From an optimization exercise on the open Yosys and OpenROAD flow, aimed at small area; shortcuts taken in it are not production practice.
In this exercise RTL edits were held to simulation tests only and were not proved equivalent to the original.

==> flow/design.v (excerpt) <==
module mmu_top
    #(
        parameter int MATRIX_WIDTH = 6
    )(
        input   logic clk,
        input   logic rst,
        input   logic enable,
        input   logic [8*MATRIX_WIDTH-1:0] weight_data,
        input   logic weight_signed,
        input   logic load_weight,
        input   logic [7:0] weight_addr,
        input   logic activate_weight,
        input   logic [8*MATRIX_WIDTH-1:0] data_in,
        input   logic data_signed,
        output  logic [32*MATRIX_WIDTH-1:0] result
    );
    logic [8*MATRIX_WIDTH-1:0] sds_systolic_output_n;
    logic [2:0] sds_filled;
    systolic_data_setup_unit #(
        .MATRIX_WIDTH(MATRIX_WIDTH)
    ) systolic_data_setup_unit_tpu_core (
        .clk                (clk),
        .rst                (rst),
        .enable             (enable),
        .data_in            (data_in),
        .systolic_data_out_n (sds_systolic_output_n),
        .filled             (sds_filled)
    );
    matrix_multiply_unit #(
        .MATRIX_WIDTH(MATRIX_WIDTH)
    ) matrix_multiply_unit_tpu_core (
        .clk                (clk),
        .rst                (rst),
        .enable             (enable),
        .weight_data        (weight_data),
        .weight_signed      (weight_signed),
        .systolic_data_n    (sds_systolic_output_n),
        .warm               (sds_filled),
        .systolic_signed    (data_signed),
        .activate_weight    (activate_weight),
        .load_weight        (load_weight),
        .weight_addr        (weight_addr),
        .result             (result)
    );
endmodule
Size in the first run: about 1600 flip-flops, roughly 300 I/O pins, ~140000 µm² of cells after synthesis.
==> flow/config.mk <==
export PLATFORM = sky130hd
export DESIGN_NAME = mmu_top
export DESIGN_NICKNAME = mmu_top
export VERILOG_FILES = /design/flow/design.v
export SDC_FILE = /design/flow/constraint.sdc
export NUM_CORES = 4
export LEC_CHECK = 0
export CAP_MARGIN = 20
export CORE_MARGIN = 2
export CORE_UTILIZATION = 55
export CTS_BUF_LIST = sky130_fd_sc_hd__clkbuf_16
export CTS_CLUSTER_DIAMETER = 80
export CTS_CLUSTER_SIZE = 20
export SLEW_MARGIN = 20
export SYNTH_HIERARCHICAL = 1
export SYNTH_MINIMUM_KEEP_SIZE = 0
==> flow/constraint.sdc <==
create_clock -name core_clock -period 7.0 [get_ports {clk}]
set_input_delay 1.4000 -clock core_clock [delete_from_list [all_inputs] [get_ports {clk}]]
set_output_delay 1.4000 -clock core_clock [all_outputs]
set_load 0.01 [all_outputs]
standard.sh (not shown) runs the stock make flow with config.mk's settings and CLKGATE_MAP_FILE= SYNTH_SCRIPT=/design/flow/synth_recipe.tcl, a recipe that flattens the netlist after the stock synthesis.
==> flow/flow/run.sh <==
#!/bin/bash
# Layout flow: the standard flow (standard.sh, unchanged synthesis, floorplan,
# power grid, placement, routing) with two settings changed:
#  - the port buffers that global placement inserts on every input and output are
#    the smallest buffer, sky130_fd_sc_hd__buf_1 (repair may still resize them);
#  - clock tree synthesis clusters up to 20 sinks within 80 um per clkbuf_16 leaf
#    buffer and inserts no dummy loads.
# Each make step's full log stays in orfs/logs/; standard.sh's own output is in flow.log.
set -euo pipefail
cd "$(dirname "$0")/.."
bash standard.sh \
  "BUFFER_PORTS_ARGS=-buffer_cell sky130_fd_sc_hd__buf_1" \
  "CTS_ARGS=-sink_clustering_enable -repair_clock_nets -sink_clustering_size 20 -sink_clustering_max_diameter 80 -buf_list sky130_fd_sc_hd__clkbuf_16 -dont_use_dummy_load" \
  finish > flow.log 2>&1
test -s out/final.def
==> next run, changes <==
==> flow/run.sh (new file) <==
#!/bin/bash
# synth_recipe.tcl (not shown) runs the flow's synth.tcl, then flattens the netlist and writes it again
# the make line also repeats each setting of config.mk as NAME=value (left out here)
make -C /OpenROAD-flow-scripts/flow DESIGN_CONFIG=/design/flow/config.mk WORK_HOME=/design/flow/orfs CLKGATE_MAP_FILE= SYNTH_SCRIPT=/design/flow/synth_recipe.tcl finish
--- a/flow/config.mk
+++ b/flow/config.mk
@@ -12,2 +12,2 @@
-export CTS_CLUSTER_DIAMETER = 80
-export CTS_CLUSTER_SIZE = 20
+export CTS_CLUSTER_DIAMETER = 100
+export CTS_CLUSTER_SIZE = 28
removed: flow/flow/run.sh
removed: flow/standard.sh
Utilization increases by 0.62 points; cell area is higher by 1.2%; die area does not change; final cell count barely changes; global-route usage shrinks by 0.28 points.

## afterwards: timing with drivers on the ports
The results above use ideal ports. As a check the final layouts listed here were re-extracted and re-timed, cells and wires unchanged. Step 1: set_driving_cell puts a clkbuf_16 on clk and a buf_2 on each other input, an assumption about the parent block. Step 2 adds t to the input delays and takes it off the output delays; t is the mean of the earliest and latest rising clock arrival at the registers after step 1. Input paths then give back, and output paths get back, about the clock's delay inside the block. a / b / c = ideal ports / drivers / drivers and shift; a / b = the first two.
run | shift t [ns] | setup slack, ns | latest minus earliest clock arrival (ns)
the first run | 0.853 | 1.092 / 1.092 / 1.092 | 0.056 / 0.056
the second run | 0.845 | 1.043 / 1.043 / 1.043 | 0.045 / 0.045
After both steps every run listed still meets setup and hold.
